Source: an optimization exercise on an open RTL-to-GDS flow (aim: small area and a short achievable clock period). Production flows keep margins and buffers that such runs may drop. The RTL was checked by simulation tests, not by an equivalence proof against the original design.

Design mapper_lrn, start of the top module:
module mapper_lrn #(
    parameter N_WIDTH = 2,     
    parameter M_WIDTH = 10,     
    parameter E_WIDTH = 6,     
    parameter F_WIDTH = 6,     
    parameter V_WIDTH = 2,     
    parameter ADDR_BUS_WIDTH = 20,     
    parameter DATA_WIDTH     = 16,     
    parameter ROW_MAJOR      = 1      
)(
    input  logic                             core_clk,                
    input  logic                             reset,                   
    input  logic                             start_normalization,     
    input  logic [N_WIDTH- 1 : 0]            dim4,                    
    input  logic [M_WIDTH- 1 : 0]            dim3,                    
    input  logic [E_WIDTH- 1 : 0]            dim2,                    
    input  logic [F_WIDTH- 1 : 0]            dim1,                    
    input  logic [V_WIDTH- 1 : 0]            padding_num,             
    input  logic                             normalized_window,    
    input  logic                             full_flag,               
    input  logic                             div_out_valid,           
    output logic [ADDR_BUS_WIDTH - 1 : 0]    r_addr,                  
    output logic                             r_enable,                
    output logic [ADDR_BUS_WIDTH - 1 : 0]    w_addr,                  
    output logic                             w_enable,                
    output logic                             normalized_layer         
);  
    logic [(F_WIDTH + E_WIDTH + M_WIDTH) - 1 : 0]  normalized_pixels_count;
    logic [N_WIDTH- 1 : 0]  idx4_w;
    logic [M_WIDTH- 1 : 0]  idx3_w;
    logic [E_WIDTH- 1 : 0]  idx2_w;
    logic [F_WIDTH- 1 : 0]  idx1_w;
    logic [N_WIDTH- 1 : 0]  idx4_r;
    logic [M_WIDTH- 1 : 0]  idx3_r;
    logic [E_WIDTH- 1 : 0]  idx2_r;
    logic [F_WIDTH- 1 : 0]  idx1_r;
    logic layer_done;
  ...
For scale: ~75 I/O pins.
==> flow/config.mk <==
export PLATFORM = sky130hd
export DESIGN_NAME = mapper_lrn
export DESIGN_NICKNAME = mapper_lrn
export VERILOG_FILES = /design/flow/design.v
export SDC_FILE = /design/flow/constraint.sdc
export NUM_CORES = 4
export LEC_CHECK = 0
export CAP_MARGIN = 20
export CORE_MARGIN = 2
export CORE_UTILIZATION = 40
export SLEW_MARGIN = 20
export SYNTH_HIERARCHICAL = 1
export SYNTH_MINIMUM_KEEP_SIZE = 0
==> flow/constraint.sdc <==
create_clock -name core_clock -period 20.0 [get_ports {core_clk}]
set_input_delay 4.0000 -clock core_clock [delete_from_list [all_inputs] [get_ports {core_clk}]]
set_output_delay 4.0000 -clock core_clock [all_outputs]
set_load 0.01 [all_outputs]
run.sh (not shown) runs the stock make flow with config.mk's settings and CLKGATE_MAP_FILE= SYNTH_SCRIPT=/design/flow/synth_recipe.tcl, a recipe that flattens the netlist after the stock synthesis.
The first run ran to the end with no violations.
Then changed:
==> flow/flow/run.sh (new file) <==
#!/bin/bash
set -euo pipefail
bash standard.sh BUFFER_PORTS_ARGS="-buffer_cell sky130_fd_sc_hd__buf_2" SETUP_SLACK_MARGIN=5.5 finish > standard.log 2>&1
==> flow/standard.sh (new file) <==
#!/bin/bash
# synth_recipe.tcl (not shown) runs the flow's synth.tcl, then flattens the netlist and writes it again
# the make line also repeats each setting of config.mk as NAME=value (left out here)
make -C /OpenROAD-flow-scripts/flow DESIGN_CONFIG=/design/flow/config.mk WORK_HOME=/design/flow/orfs CLKGATE_MAP_FILE= SYNTH_SCRIPT=/design/flow/synth_recipe.tcl "${@:-finish}"
removed: flow/run.sh
Die area does not change.
Wire length goes up by about 5.5%.
Flip-flop and latch count is unchanged.
Area after synthesis is unchanged.
Then changed:
==> flow/flow/run.sh (replaced) <==
#!/bin/bash
set -euo pipefail
bash standard.sh BUFFER_PORTS_ARGS="-buffer_cell sky130_fd_sc_hd__buf_4" finish > standard.log 2>&1
Settings changed: SETUP_SLACK_MARGIN set to 4.
Clock-buffer cell count went up by 2.
Final area shrinks by about 4%.
Via count came out lower by 2.3%.
Area after synthesis is unchanged.
Final cell count goes down by 2.1%.
Register-to-register slack gets better by 0.07 ns.
Non-clock buffer count is lower by 61.
Die area stays the same.
First-iteration DRC count grows by about 16%.
Then changed:
==> flow/flow/run.sh (replaced) <==
#!/bin/bash
set -euo pipefail
bash standard.sh BUFFER_PORTS_ARGS="-buffer_cell sky130_fd_sc_hd__buf_2" SETUP_SLACK_MARGIN=7 finish > standard.log 2>&1
Settings changed: SETUP_SLACK_MARGIN 4 to unset.
What happened: The changed run produced a clean layout. Cell area is higher by 5.3%. Flip-flop and latch count does not change. Setup slack improved by 0.14 ns. Worst hold slack is about the same. Via count climbs by about 1.4%. Clock skew is about the same. Core utilization climbs by 2.3 points. Critical path depth decreases by 1.
Then changed:
==> flow/run.sh (new file) <==
#!/bin/bash
# synth_recipe.tcl (not shown) runs the flow's synth.tcl, then flattens the netlist and writes it again
# the make line also repeats each setting of config.mk as NAME=value (left out here)
make -C /OpenROAD-flow-scripts/flow DESIGN_CONFIG=/design/flow/config.mk WORK_HOME=/design/flow/orfs CLKGATE_MAP_FILE= SYNTH_SCRIPT=/design/flow/synth_recipe.tcl finish
Settings changed: SETUP_SLACK_MARGIN set to 2.5.
removed: flow/flow/run.sh
removed: flow/standard.sh
Outcome: The new run ran to the end with no violations; final cell count drops by 3.1%; fmax went down by 7.8%; clock-buffer cell count is unchanged; cell area shrinks by 7.0%; via count fell by 2.7%; core utilization is lower by 3.3 points; routed wire length drops by 5.5%; worst hold slack is better by 0.014 ns.

========
mapper_lrn, a different RTL version from the one above (not shown whole).
For scale: ~2200 cells after synthesis, roughly 75 I/O pins, roughly 20000 sq um of cells after synthesis.
Settings: LEC_CHECK=0, CAP_MARGIN=20, CORE_MARGIN=2, CORE_UTILIZATION=50, CTS_BUF_LIST=sky130_fd_sc_hd__clkbuf_8, SETUP_SLACK_MARGIN=3.5, SLEW_MARGIN=20, SYNTH_HIERARCHICAL=1, SYNTH_MINIMUM_KEEP_SIZE=0; clock period 20.0 ns.
standard.sh (not shown) runs the stock make flow with config.mk's settings and CLKGATE_MAP_FILE= SYNTH_SCRIPT=/design/flow/synth_recipe.tcl, a recipe that flattens the netlist after the stock synthesis.
==> flow/flow/run.sh <==
#!/bin/bash
set -euo pipefail
bash standard.sh BUFFER_PORTS_ARGS="-buffer_cell sky130_fd_sc_hd__buf_1" finish > standard.log 2>&1
The baseline completed without violations.
Next try:
Settings changed: CORE_UTILIZATION 50 to 40, SETUP_SLACK_MARGIN 3.5 to 4.
After rerunning: The new run completed without violations; global-route usage decreases by 4.8 points; cell area goes up by 4.0%; clock-buffer cell count stays the same; worst setup slack gains 0.28 ns; critical path depth is unchanged.
Next try:
Settings changed: SETUP_SLACK_MARGIN 4 to 3.75.
- The changed run completed with no timing, DRC or antenna violations
- hold slack is about the same
- flip-flop and latch count stays the same
- global-route usage hardly moves

========
mapper_lrn again, from the RTL that the note above started with.
// mapper_lrn
module mapper_lrn #(
    parameter N_WIDTH = 2,     
    parameter M_WIDTH = 10,     
    parameter E_WIDTH = 6,     
    parameter F_WIDTH = 6,     
    parameter V_WIDTH = 2,     
    parameter ADDR_BUS_WIDTH = 20,     
    parameter DATA_WIDTH     = 16,     
    parameter ROW_MAJOR      = 1      
)(
    input  logic                             core_clk,                
    input  logic                             reset,                   
    input  logic                             start_normalization,     
    input  logic [N_WIDTH- 1 : 0]            dim4,                    
    input  logic [M_WIDTH- 1 : 0]            dim3,                    
    input  logic [E_WIDTH- 1 : 0]            dim2,                    
    input  logic [F_WIDTH- 1 : 0]            dim1,                    
    input  logic [V_WIDTH- 1 : 0]            padding_num,             
    input  logic                             normalized_window,    
    input  logic                             full_flag,               
    input  logic                             div_out_valid,           
    output logic [ADDR_BUS_WIDTH - 1 : 0]    r_addr,                  
    output logic                             r_enable,                
    output logic [ADDR_BUS_WIDTH - 1 : 0]    w_addr,                  
    output logic                             w_enable,                
    output logic                             normalized_layer         
);
Settings: LEC_CHECK=0, CAP_MARGIN=20, CORE_MARGIN=2, CORE_UTILIZATION=40, CTS_BUF_LIST=sky130_fd_sc_hd__clkbuf_8, PLACE_DENSITY=0.7, SETUP_SLACK_MARGIN=3.5, SLEW_MARGIN=20, SYNTH_HIERARCHICAL=1, SYNTH_MINIMUM_KEEP_SIZE=0; clock period 20.0 ns.
Scripts as last shown in full above: flow/flow/run.sh
==> next run, changes <==
Settings changed: PLACE_DENSITY 0.7 to default.
Effect: Routed wire length increases by 2.6%; worst hold slack degrades by 3.2 ps.

========
== lane 1 ==
Starting RTL as in the previous note.
clock: 20.0 ns
lec_check: 0
cap_margin: 20
core_margin: 2
core_utilization: 40
cts_buf_list: sky130_fd_sc_hd__clkbuf_8
setup_slack_margin: 3
slew_margin: 20
synth_hierarchical: 1
synth_minimum_keep_size: 0
Scripts as last shown in full above: flow/flow/run.sh
### lane 1 -> lane 2
==> flow/flow/run.sh <==
#!/bin/bash
set -euo pipefail
bash standard.sh BUFFER_PORTS_ARGS="-buffer_cell sky130_fd_sc_hd__buf_2" finish > standard.log 2>&1
diff --git a/flow/config.mk b/flow/config.mk
--- a/flow/config.mk
+++ b/flow/config.mk
@@ -9,6 +9,5 @@
 export CORE_MARGIN = 2
 export CORE_UTILIZATION = 40
-export CTS_BUF_LIST = sky130_fd_sc_hd__clkbuf_8
-export SETUP_SLACK_MARGIN = 3
+export SETUP_SLACK_MARGIN = 4
 export SLEW_MARGIN = 20
 export SYNTH_HIERARCHICAL = 1
Results
Lane 2 reached the end of the flow, and the finished layout is clean on the timing, design-rule and antenna checks. Lane 1 did not stop at any stage, and its layout met the timing, design-rule and antenna checks. Looking at clock-buffer cell count, lane 2 sits 1 above lane 1. Changes observed in lane 2 relative to lane 1: sequential share of layout area went down by 0.47 points, placement-stage cell area rose by 93 µm², delay of the slowest cell on the worst path now sits lower. Lane 2 vs. lane 1: fmax climbed 3.7%, final area climbed 1200 µm², fraction of area in clock buffers and inverters climbed 0.50 points.

-- what the ideal ports hide --
In the flow no input, the clock included, has a driving cell. The finished layouts below were timed again as built, in two steps. Step 1: set_driving_cell puts a clkbuf_16 on core_clk and a buf_2 on each other input, an assumption about the parent block. Step 2 also shifts input and output timing later by t, the mid clock arrival at the registers, as if the neighbouring blocks saw the same clock. Slacks: ideal ports / drivers / drivers and shift; pairs: ideal ports / drivers.
run	t, ns	slack for setup (ns)	worst setup path at the end	latest minus earliest clock arrival (ns)	pins driven straight from the clock port
the first run of note 1	0.400	1.616 / 1.583 / 1.583	input to output	0.008 / 0.008	1
the second run of note 1	0.393	4.228 / 4.160 / 4.160	input to output	0.010 / 0.010	1
the third run of note 1	0.395	4.026 / 3.980 / 3.980	input to output	0.008 / 0.008	1
the fourth run of note 1	0.400	4.166 / 4.086 / 4.086	input to output	0.007 / 0.008	1
the fifth run of note 1	0.400	2.818 / 2.795 / 2.795	input to output	0.008 / 0.008	1
the first run of note 2	0.421	3.801 / 3.777 / 3.777	input to output	0.020 / 0.020	1
the second run of note 2	0.432	4.077 / 4.012 / 4.012	input to output	0.019 / 0.018	1
the third run of note 2	0.429	4.095 / 4.029 / 4.029	input to output	0.013 / 0.013	1
the first run of note 3	0.413	3.692 / 3.651 / 3.651	input to output	0.016 / 0.016	1
the second run of note 3	0.427	3.867 / 3.826 / 3.826	input to output	0.013 / 0.013	1
lane 1	0.427	3.448 / 3.421 / 3.421	input to output	0.011 / 0.011	1
lane 2	0.402	4.043 / 3.974 / 3.974	input to output	0.009 / 0.009	1
After both steps setup and hold are still met in every run listed. The setup slack of the fourth run of note 1, which loses most, moves by -0.080 ns with the drivers and by -0.080 ns with both steps.
